Background: an optimization exercise with open tools, aiming at small area, a short achievable clock period and few clock cycles. Do not read the settings as production practice. At most, simulation tests tie the RTL to the original design; equivalence was not proved.

==> run a: inputs <==
Design RISC_V_Pipeline, start of the top module:
module RISC_V_Pipeline(clk, rst, imem_addr, imem_rdata, dmem_addr, dmem_wdata, dmem_we, dmem_rdata);
clock: 11.0 ns
lec_check: 0
cap_margin: 20
core_margin: 2
core_utilization: 50
cts_cluster_diameter: 70
cts_cluster_size: 26
place_density: 0.66
setup_slack_margin: 5
slew_margin: 20
synth_hierarchical: 1
standard.sh (not shown) runs the stock make flow with config.mk's settings and CLKGATE_MAP_FILE= SYNTH_SCRIPT=/design/flow/synth_recipe.tcl, a recipe that flattens the netlist after the stock synthesis.
==> flow/flow/run.sh <==
#!/bin/bash
set -euo pipefail
ARGS=(SETUP_SLACK_MARGIN=7 'BUFFER_PORTS_ARGS=-buffer_cell sky130_fd_sc_hd__buf_2')
bash standard.sh "${ARGS[@]}" synth > synth.log 2>&1
SYNTH_ODB=orfs/results/$FLOW_PLATFORM/RISC_V_Pipeline/base/1_synth.odb openroad -no_init -exit flow/downsize.tcl > downsize.log 2>&1
bash standard.sh "${ARGS[@]}" finish > standard.log 2>&1
==> flow/flow/downsize.tcl <==
# Set every combinational cell of the synthesized netlist to its drive
# strength 1 (where the library has one); placement and timing repair then
# size up only the cells that need it. Flip-flops are left as synthesized.
read_db $::env(SYNTH_ODB)
set db [ord::get_db]
set n 0
foreach inst [[ord::get_db_block] getInsts] {
    set name [[$inst getMaster] getName]
    if {[regexp {^sky130_fd_sc_hd__([a-z0-9]+)_([0-9]+)$} $name -> base drv]} {
        if {$drv > 1 && ![regexp {^(df|edf|sdf|dl|conb|tap|fill|decap|clk)} $base]} {
            set m [$db findMaster "sky130_fd_sc_hd__${base}_1"]
            if {$m ne "NULL"} {
                $inst swapMaster $m
                incr n
            }
        }
    }
}
puts "downsized $n cells"
write_db $::env(SYNTH_ODB)
==> run b: changes against run a <==
--- a/flow/design.v
+++ b/flow/design.v
@@ -124,15 +124,15 @@
     output dmem_we;
     input [31:0] imem_rdata, dmem_rdata;
     localparam OP_R    = 7'b0110011, OP_I    = 7'b0010011, OP_LOAD = 7'b0000011,
                OP_S    = 7'b0100011, OP_B    = 7'b1100011, OP_JALR = 7'b1100111,
                OP_JAL  = 7'b1101111, OP_LUI  = 7'b0110111;
     reg [31:0] pcF;
     reg        rdr;           
-    reg [3:0]  rdrO, rdrON;   
+    reg [3:0]  rdrO;          
     reg [31:0] rdrT;
     reg [31:0] irX;
     reg        vX;
     reg [31:0] altX;          
     reg [31:0] srcA, srcB;    
     reg        fwdA, fwdB;    
     reg        fwdLA, fwdLB;  
@@ -148,18 +148,15 @@
     reg [31:0] rf [1:31];
     wire [31:0] fa = rdr ? rdrT : pcF;
     wire [31:0] fa4;
     Inc4 faInc(.x(fa), .y(fa4));
     genvar j, r;
     generate
         for (j = 0; j < 32; j = j + 1) begin : fo
-            wire t_n, p_n;
-            G_NAND2 mt(.a(rdrT[j]), .b(rdrO[j / 8]), .y(t_n));
-            G_NAND2 mp(.a(pcF[j]), .b(rdrON[j / 8]), .y(p_n));
-            G_NAND2 mo(.a(t_n), .b(p_n), .y(imem_addr[j]));
+            G_MUX2 m(.a0(pcF[j]), .a1(rdrT[j]), .s(rdrO[j / 8]), .y(imem_addr[j]));
         end
     endgenerate
     assign dmem_addr  = mRes;
     assign dmem_wdata = mWdata;
     assign dmem_we    = mWe;
     wire [31:0] wbData = mLoad ? dmem_rdata : mRes;
     always @(posedge clk) begin
@@ -213,20 +210,19 @@
     G_MUX2 mr0(.a0(res0Base), .a1(res0IfC), .s(nCout), .y(result[0]));
     wire ltIfC = sgnDiff ? (a[31] ? xLt : xGe) : xLt;     
     wire ltIfNC = sgnDiff ? (a[31] ? xLt : xGe) : xGe;    
     wire tEq = eqB ? xEq : xNe;
     wire redirIfC = vX & (xJalr | tEq | ltIfC);
     wire redirIfNC = vX & (xJalr | tEq | ltIfNC);
     wire rdrNext;
-    wire [3:0] rdrONext, rdrONNext;
+    wire [3:0] rdrONext;
     G_MUX2I rda(.a0(~redirIfNC), .a1(~redirIfC), .s(nCout), .y(rdrNext));
     generate
         for (j = 0; j < 4; j = j + 1) begin : rdo
             G_MUX2I rdb(.a0(~redirIfNC), .a1(~redirIfC), .s(nCout), .y(rdrONext[j]));
-            G_MUX2I rdc(.a0(redirIfNC), .a1(redirIfC), .s(nCout), .y(rdrONNext[j]));
         end
     endgenerate
     wire [31:0] target;
     generate
         for (j = 0; j < 32; j = j + 1) begin : tg
             G_MUX2 m(.a0(altX[j]), .a1(sum[j]), .s(xJalr), .y(target[j]));
         end
@@ -257,32 +253,32 @@
     wire matchB = xWrites & (rd == rs2F);
     wire mMatchA = mRegW & (mRd == rs1F) & ~matchA;
     wire mMatchB = mRegW & (mRd == rs2F) & ~matchB;
     reg [31:1] selAF, selBF;
     integer k;
     always @(*) begin
         for (k = 1; k < 32; k = k + 1) begin
-            selAF[k] = (rs1F == k);
-            selBF[k] = (rs2F == k);
+            selAF[k] = (rs1F == k) & ~matchA & ~mMatchA;
+            selBF[k] = (rs2F == k) & ~matchB & ~mMatchB;
         end
     end
-    wire keepA = ~matchA & ~mMatchA;
-    wire keepB = ~matchB & ~mMatchB;
     wire [31:0] srcAF, srcBF;
     generate
         for (j = 0; j < 32; j = j + 1) begin : rdbit
             wire [30:0] col;
             for (r = 1; r < 32; r = r + 1) begin : c
                 assign col[r-1] = rf[r][j];
             end
-            wire a0, a1, b0, b1;
+            wire a0, a1, b0, b1, wa_n, wb_n;
             ReadBit ra(.r(col), .s(selAF), .n0(a0), .n1(a1));
             ReadBit rb(.r(col), .s(selBF), .n0(b0), .n1(b1));
-            assign srcAF[j] = (~(a0 & a1) & keepA) | (mMatchA & wbData[j]);
-            assign srcBF[j] = (~(b0 & b1) & keepB) | (mMatchB & wbData[j]);
+            G_NAND2 wan(.a(mMatchA), .b(wbData[j]), .y(wa_n));
+            G_NAND2 wbn(.a(mMatchB), .b(wbData[j]), .y(wb_n));
+            G_NAND3 ao(.a(a0), .b(a1), .c(wa_n), .y(srcAF[j]));
+            G_NAND3 bo(.a(b0), .b(b1), .c(wb_n), .y(srcBF[j]));
         end
     endgenerate
     wire takeP = predF;
     wire takeA = pB & ~bwd;
     wire [31:0] seqNext = fa4;
     wire [10:0] pcHiC = takeP ? hiIfC : seqNext[31:21];
     wire [10:0] pcHiNC = takeP ? hiIfNC : seqNext[31:21];
@@ -302,23 +298,21 @@
     wire vXNext;
     G_MUX2I mvx(.a0(redirIfNC), .a1(redirIfC), .s(nCout), .y(vXNext));
     always @(posedge clk or posedge rst) begin
         if (rst) begin
             pcF <= 32'd0;
             rdr <= 1'b0;
             rdrO <= 4'd0;
-            rdrON <= 4'hf;
             vX <= 1'b0;
             mWe <= 1'b0;
             mRegW <= 1'b0;
             mLoad <= 1'b0;
         end else begin
             rdr <= rdrNext;
             rdrO <= rdrONext;
-            rdrON <= rdrONNext;
             vX <= vXNext;
             pcF <= pcNext;
             mWe <= vX & xStore;
             mRegW <= xWrites;
             mLoad <= xWrites & xLoad;
         end
     end
CORE_UTILIZATION = 45   (was 50)
PLACE_DENSITY = 0.62   (was 0.66)
==> run c: changes against run a <==
--- a/flow/design.v
+++ b/flow/design.v
@@ -123,23 +123,22 @@
     output [31:0] imem_addr, dmem_addr, dmem_wdata;
     output dmem_we;
     input [31:0] imem_rdata, dmem_rdata;
     localparam OP_R    = 7'b0110011, OP_I    = 7'b0010011, OP_LOAD = 7'b0000011,
                OP_S    = 7'b0100011, OP_B    = 7'b1100011, OP_JALR = 7'b1100111,
                OP_JAL  = 7'b1101111, OP_LUI  = 7'b0110111;
     reg [31:0] pcF;
-    reg        rdr;           
-    reg [3:0]  rdrO, rdrON;   
+    reg        rdr, rdrO;     
     reg [31:0] rdrT;
     reg [31:0] irX;
     reg        vX;
     reg [31:0] altX;          
-    reg [31:0] srcA, srcB;    
+    reg [31:1] selA, selB;    
     reg        fwdA, fwdB;    
-    reg        fwdLA, fwdLB;  
+    reg        fwdSD;         
     reg xLoad, xStore, xJalr, xImm, xWr;
     reg xAddB, xAddNB;        
     reg xAddNI;               
     reg xCin;                 
     reg xEq, xNe, xLt, xGe;   
     reg rSum, rSlt, rSltu, rXor, rOr, rAnd, rLui, rLink;
     reg [31:0] mRes, mWdata;
@@ -148,18 +147,15 @@
     reg [31:0] rf [1:31];
     wire [31:0] fa = rdr ? rdrT : pcF;
     wire [31:0] fa4;
     Inc4 faInc(.x(fa), .y(fa4));
     genvar j, r;
     generate
         for (j = 0; j < 32; j = j + 1) begin : fo
-            wire t_n, p_n;
-            G_NAND2 mt(.a(rdrT[j]), .b(rdrO[j / 8]), .y(t_n));
-            G_NAND2 mp(.a(pcF[j]), .b(rdrON[j / 8]), .y(p_n));
-            G_NAND2 mo(.a(t_n), .b(p_n), .y(imem_addr[j]));
+            G_MUX2 m(.a0(pcF[j]), .a1(rdrT[j]), .s(rdrO), .y(imem_addr[j]));
         end
     endgenerate
     assign dmem_addr  = mRes;
     assign dmem_wdata = mWdata;
     assign dmem_we    = mWe;
     wire [31:0] wbData = mLoad ? dmem_rdata : mRes;
     always @(posedge clk) begin
@@ -169,22 +165,26 @@
     wire [4:0] rd = irX[11:7];
     wire [31:0] immI = {{20{irX[31]}}, irX[31:20]};
     wire [31:0] immS = {{20{irX[31]}}, irX[31:25], irX[11:7]};
     wire [31:0] immU = {irX[31:12], 12'b0};
     wire [31:0] imm = xStore ? immS : immI;
     wire [31:0] a, b;
     generate
-        for (j = 0; j < 32; j = j + 1) begin : opx
-            wire fa_n, fb_n, la_n, lb_n;
+        for (j = 0; j < 32; j = j + 1) begin : rdbit
+            wire [30:0] col;
+            for (r = 1; r < 32; r = r + 1) begin : c
+                assign col[r-1] = rf[r][j];
+            end
+            wire a0, a1, b0, b1, fa_n, fb_n;
+            ReadBit ra(.r(col), .s(selA), .n0(a0), .n1(a1));
+            ReadBit rb(.r(col), .s(selB), .n0(b0), .n1(b1));
             G_NAND2 fan(.a(fwdA), .b(mRes[j]), .y(fa_n));
             G_NAND2 fbn(.a(fwdB), .b(mRes[j]), .y(fb_n));
-            G_NAND2 lan(.a(fwdLA), .b(dmem_rdata[j]), .y(la_n));
-            G_NAND2 lbn(.a(fwdLB), .b(dmem_rdata[j]), .y(lb_n));
-            G_NAND3 ao(.a(~srcA[j]), .b(fa_n), .c(la_n), .y(a[j]));
-            G_NAND3 bo(.a(~srcB[j]), .b(fb_n), .c(lb_n), .y(b[j]));
+            G_NAND3 ao(.a(a0), .b(a1), .c(fa_n), .y(a[j]));
+            G_NAND3 bo(.a(b0), .b(b1), .c(fb_n), .y(b[j]));
         end
     endgenerate
     wire [31:0] tImm = ({32{xImm}} & imm) | ({32{xAddNI}} & ~imm);
     wire [31:0] uOp = tImm | {32{xAddB}};
     wire [31:0] vOp = tImm | {32{xAddNB}};
     wire [31:0] nOpAdd;
     wire [31:0] sum;
@@ -192,149 +192,122 @@
     generate
         for (j = 0; j < 32; j = j + 1) begin : opm
             G_MUX2I m(.a0(vOp[j]), .a1(uOp[j]), .s(b[j]), .y(nOpAdd[j]));
         end
     endgenerate
     KSAdder #(32) adder(.x(a), .ny(nOpAdd), .cin(xCin), .s(sum), .ncout(nCout), .eq(eqB));
     wire [31:0] opB = (xImm | xAddNI) ? imm : b;
-    wire sgnDiff = a[31] ^ opB[31];
-    wire [31:0] resOther = ({32{rXor}} & (a ^ opB)) |
+    wire ltu = nCout;
+    wire lts = (a[31] ^ opB[31]) ? a[31] : ltu;
+    wire [31:0] resOther = ({32{rSlt}} & {31'd0, lts}) |
+                         ({32{rSltu}} & {31'd0, ltu}) |
+                         ({32{rXor}} & (a ^ opB)) |
                          ({32{rOr}} & (a | opB)) |
                          ({32{rAnd}} & (a & opB)) |
                          ({32{rLui}} & immU) |
                          ({32{rLink}} & altX);
     wire [31:0] result;
     generate
-        for (j = 1; j < 32; j = j + 1) begin : rs
+        for (j = 0; j < 32; j = j + 1) begin : rs
             G_AO21 m(.a(sum[j]), .b(rSum), .c(resOther[j]), .y(result[j]));
         end
     endgenerate
-    wire res0Base = (rSum & sum[0]) | resOther[0] | (rSlt & sgnDiff & a[31]);
-    wire res0IfC = res0Base | (rSlt & ~sgnDiff) | rSltu;    
-    G_MUX2 mr0(.a0(res0Base), .a1(res0IfC), .s(nCout), .y(result[0]));
+    wire sgnDiff = a[31] ^ opB[31];
     wire ltIfC = sgnDiff ? (a[31] ? xLt : xGe) : xLt;     
     wire ltIfNC = sgnDiff ? (a[31] ? xLt : xGe) : xGe;    
-    wire tEq = eqB ? xEq : xNe;
-    wire redirIfC = vX & (xJalr | tEq | ltIfC);
-    wire redirIfNC = vX & (xJalr | tEq | ltIfNC);
-    wire rdrNext;
-    wire [3:0] rdrONext, rdrONNext;
-    G_MUX2I rda(.a0(~redirIfNC), .a1(~redirIfC), .s(nCout), .y(rdrNext));
-    generate
-        for (j = 0; j < 4; j = j + 1) begin : rdo
-            G_MUX2I rdb(.a0(~redirIfNC), .a1(~redirIfC), .s(nCout), .y(rdrONext[j]));
-            G_MUX2I rdc(.a0(redirIfNC), .a1(redirIfC), .s(nCout), .y(rdrONNext[j]));
-        end
-    endgenerate
+    wire tLt, tEq, nRedir;
+    G_MUX2 mlt(.a0(ltIfNC), .a1(ltIfC), .s(nCout), .y(tLt));
+    G_MUX2 meq(.a0(xNe), .a1(xEq), .s(eqB), .y(tEq));
+    G_NOR3 rd3(.a(tLt), .b(tEq), .c(xJalr), .y(nRedir));
+    wire redirect, redirectO;
+    G_ANDN rda(.a(vX), .bn(nRedir), .y(redirect));
+    G_ANDN rdb(.a(vX), .bn(nRedir), .y(redirectO));
     wire [31:0] target;
     generate
         for (j = 0; j < 32; j = j + 1) begin : tg
             G_MUX2 m(.a0(altX[j]), .a1(sum[j]), .s(xJalr), .y(target[j]));
         end
     endgenerate
     wire [6:0] opcF = imem_rdata[6:0];
     wire [2:0] f3F  = imem_rdata[14:12];
     wire [4:0] rdF  = imem_rdata[11:7];
     wire [4:0] rs1F = imem_rdata[19:15];
     wire [4:0] rs2F = imem_rdata[24:20];
     wire fR = opcF == OP_R, fI = opcF == OP_I, fLoad = opcF == OP_LOAD, fS = opcF == OP_S,
          fB = opcF == OP_B, fJalr = opcF == OP_JALR, fJal = opcF == OP_JAL, fLui = opcF == OP_LUI;
     wire fAlu = fR | fI;
+    wire useRs1F = fAlu | fLoad | fS | fB | fJalr;
+    wire useRs2F = fR | fB;            
     wire pJal = opcF[3];
     wire pB = opcF[6] & ~opcF[2];
     wire bwd = imem_rdata[31];
     wire predF = pJal | (pB & bwd);
     wire [20:0] offF = pJal ? {imem_rdata[31], imem_rdata[19:12], imem_rdata[20], imem_rdata[30:21], 1'b0}
                             : {{9{imem_rdata[31]}}, imem_rdata[7], imem_rdata[30:25], imem_rdata[11:8], 1'b0};
     wire [20:0] lowF;
     wire lowNC;
     KSAdder #(21) tadder(.x(fa[20:0]), .ny(~offF), .cin(1'b0), .s(lowF), .ncout(lowNC), .eq());
     wire [10:0] hiInc, hiDec;
     IncDec #(11) hiIncDec(.x(fa[31:21]), .inc(hiInc), .dec(hiDec));
     wire [10:0] hiIfC = bwd ? fa[31:21] : hiInc;
     wire [10:0] hiIfNC = bwd ? hiDec : fa[31:21];
+    wire [10:0] hiF;
+    generate
+        for (j = 0; j < 11; j = j + 1) begin : hs
+            G_MUX2 m(.a0(hiIfC[j]), .a1(hiIfNC[j]), .s(lowNC), .y(hiF[j]));
+        end
+    endgenerate
+    wire [31:0] predTarget = {hiF, lowF};
     wire xWrites = vX & xWr;
     wire matchA = xWrites & (rd == rs1F);
     wire matchB = xWrites & (rd == rs2F);
-    wire mMatchA = mRegW & (mRd == rs1F) & ~matchA;
-    wire mMatchB = mRegW & (mRd == rs2F) & ~matchB;
+    wire hold = xLoad & ((matchA & useRs1F) | (matchB & useRs2F));
     reg [31:1] selAF, selBF;
     integer k;
     always @(*) begin
         for (k = 1; k < 32; k = k + 1) begin
-            selAF[k] = (rs1F == k);
-            selBF[k] = (rs2F == k);
+            selAF[k] = (rs1F == k) & ~matchA;
+            selBF[k] = (rs2F == k) & ~matchB;
         end
     end
-    wire keepA = ~matchA & ~mMatchA;
-    wire keepB = ~matchB & ~mMatchB;
-    wire [31:0] srcAF, srcBF;
+    wire takeP = ~hold & predF;
+    wire [31:0] seqNext = hold ? fa : fa4;
+    wire [31:0] pcNext;
     generate
-        for (j = 0; j < 32; j = j + 1) begin : rdbit
-            wire [30:0] col;
-            for (r = 1; r < 32; r = r + 1) begin : c
-                assign col[r-1] = rf[r][j];
-            end
-            wire a0, a1, b0, b1;
-            ReadBit ra(.r(col), .s(selAF), .n0(a0), .n1(a1));
-            ReadBit rb(.r(col), .s(selBF), .n0(b0), .n1(b1));
-            assign srcAF[j] = (~(a0 & a1) & keepA) | (mMatchA & wbData[j]);
-            assign srcBF[j] = (~(b0 & b1) & keepB) | (mMatchB & wbData[j]);
-        end
-    endgenerate
-    wire takeP = predF;
-    wire takeA = pB & ~bwd;
-    wire [31:0] seqNext = fa4;
-    wire [10:0] pcHiC = takeP ? hiIfC : seqNext[31:21];
-    wire [10:0] pcHiNC = takeP ? hiIfNC : seqNext[31:21];
-    wire [10:0] altHiC = takeA ? hiIfC : fa4[31:21];
-    wire [10:0] altHiNC = takeA ? hiIfNC : fa4[31:21];
-    wire [31:0] pcNext, altNext;
-    generate
-        for (j = 0; j < 21; j = j + 1) begin : pn
-            G_MUX2 m(.a0(seqNext[j]), .a1(lowF[j]), .s(takeP), .y(pcNext[j]));
-            G_MUX2 n(.a0(fa4[j]), .a1(lowF[j]), .s(takeA), .y(altNext[j]));
-        end
-        for (j = 21; j < 32; j = j + 1) begin : ph
-            G_MUX2 m(.a0(pcHiC[j-21]), .a1(pcHiNC[j-21]), .s(lowNC), .y(pcNext[j]));
-            G_MUX2 n(.a0(altHiC[j-21]), .a1(altHiNC[j-21]), .s(lowNC), .y(altNext[j]));
+        for (j = 0; j < 32; j = j + 1) begin : pn
+            G_MUX2 m(.a0(seqNext[j]), .a1(predTarget[j]), .s(takeP), .y(pcNext[j]));
         end
     endgenerate
-    wire vXNext;
-    G_MUX2I mvx(.a0(redirIfNC), .a1(redirIfC), .s(nCout), .y(vXNext));
     always @(posedge clk or posedge rst) begin
         if (rst) begin
             pcF <= 32'd0;
             rdr <= 1'b0;
-            rdrO <= 4'd0;
-            rdrON <= 4'hf;
+            rdrO <= 1'b0;
             vX <= 1'b0;
             mWe <= 1'b0;
             mRegW <= 1'b0;
             mLoad <= 1'b0;
         end else begin
-            rdr <= rdrNext;
-            rdrO <= rdrONext;
-            rdrON <= rdrONNext;
-            vX <= vXNext;
+            rdr <= redirect;
+            rdrO <= redirectO;
+            vX <= ~redirect & ~hold;
             pcF <= pcNext;
             mWe <= vX & xStore;
             mRegW <= xWrites;
             mLoad <= xWrites & xLoad;
         end
     end
     always @(posedge clk) begin
         irX <= imem_rdata;
-        altX <= altNext;
-        srcA <= srcAF;
-        srcB <= srcBF;
+        altX <= (pB & ~bwd) ? predTarget : fa4;
+        selA <= selAF;
+        selB <= selBF;
         fwdA <= matchA & ~xLoad;
         fwdB <= matchB & ~xLoad;
-        fwdLA <= matchA & xLoad;
-        fwdLB <= matchB & xLoad;
+        fwdSD <= matchB & xLoad;
         xLoad <= fLoad;
         xStore <= fS;
         xJalr <= fJalr;
         xImm <= (fI & ~f3F[1]) | fLoad | fS | fJalr;
         xAddNI <= fI & f3F[1];
         xAddB <= fR & ~imem_rdata[30] & ~f3F[1];
         xAddNB <= (fR & (imem_rdata[30] | f3F[1])) | fB;
@@ -350,11 +323,11 @@
         rXor <= fAlu & (f3F == 3'd4);
         rOr <= fAlu & (f3F == 3'd6);
         rAnd <= fAlu & (f3F == 3'd7);
         rLui <= fLui;
         rLink <= fJal | fJalr;
         rdrT <= target;
         mRes <= result;
-        mWdata <= b;
+        mWdata <= fwdSD ? dmem_rdata : b;
         mRd <= rd;
     end
 endmodule
CORE_UTILIZATION = 40   (was 50)
PLACE_DENSITY = 0.5   (was 0.66)
==> results.tsv <==
metric	value	unit
grt_util_all_layers	32.5	%
rrSetupSlack	6.86	ns
pg_comb	2.46	mW
tap_cells	1903	
relSlewSlack	26.2	%
use_met1	44.3	%
layout-drive-gt1-share	17.5	%
status	timing/DRC/antenna clean	
seq_area_share	52.6	%
-- figures above: run c

==> results.tsv <==
metric	value	unit
status	finished with violations	
check.faults	antenna violations	
grt_util_all_layers	36.2	%
use_met1	47.0	%
post-place-ws	5.20	ns
startpoint_type	primary input	
crit_slowest_cell	nor2_4	
routed.top_layer	met5	
clock_latency	0.75	ns
tap_cells	1742	
layout-drive-gt1-share	26.2	%
postRouteAntennaNets	1	
pg_comb	2.55	mW
-- figures above: run b

==> results.tsv <==
metric	value	unit
tap_cells	1536	
status	timing/DRC/antenna clean	
pg_comb	2.45	mW
rrSetupSlack	7.07	ns
grt_util_all_layers	38.7	%
use_met1	50.2	%
cts_max_level	3	
layout-drive-gt1-share	17.7	%
seq_area_share	51.6	%
-- figures above: run a

Testbench counts of run a, summed over its fixed seeds: cycles 18,670.
Function not checked in run b and run c: the RTL went through the layout flow alone.

[afterwards: timing with drivers on the ports]
In the flow no input, the clock included, has a driving cell. The finished layouts below were timed again as built, in two steps.
Step 1 assumes that a clkbuf_16 drives the clock port and a buf_2 every other input.
Step 2, shift: input delay + t, output delay - t, t = (earliest + latest rising clock arrival at the registers) / 2. This alone moves slack from input paths to output paths.
Three values: ideal, step 1, step 2; two values: the first two.
run	shift t [ns]	slack for setup (ns)	latest minus earliest clock arrival (ns)	pins driven straight from the clock port
run a	0.768	6.898 / 6.830 / 6.062	0.076 / 0.076	1
run b	0.811	6.385 / 6.421 / 5.609	0.053 / 0.053	1
run c	0.829	6.809 / 6.735 / 6.248	0.049 / 0.049	1
For run a, which loses most, drivers alone change the setup slack by -0.068 ns; drivers and shift together by -0.836 ns.
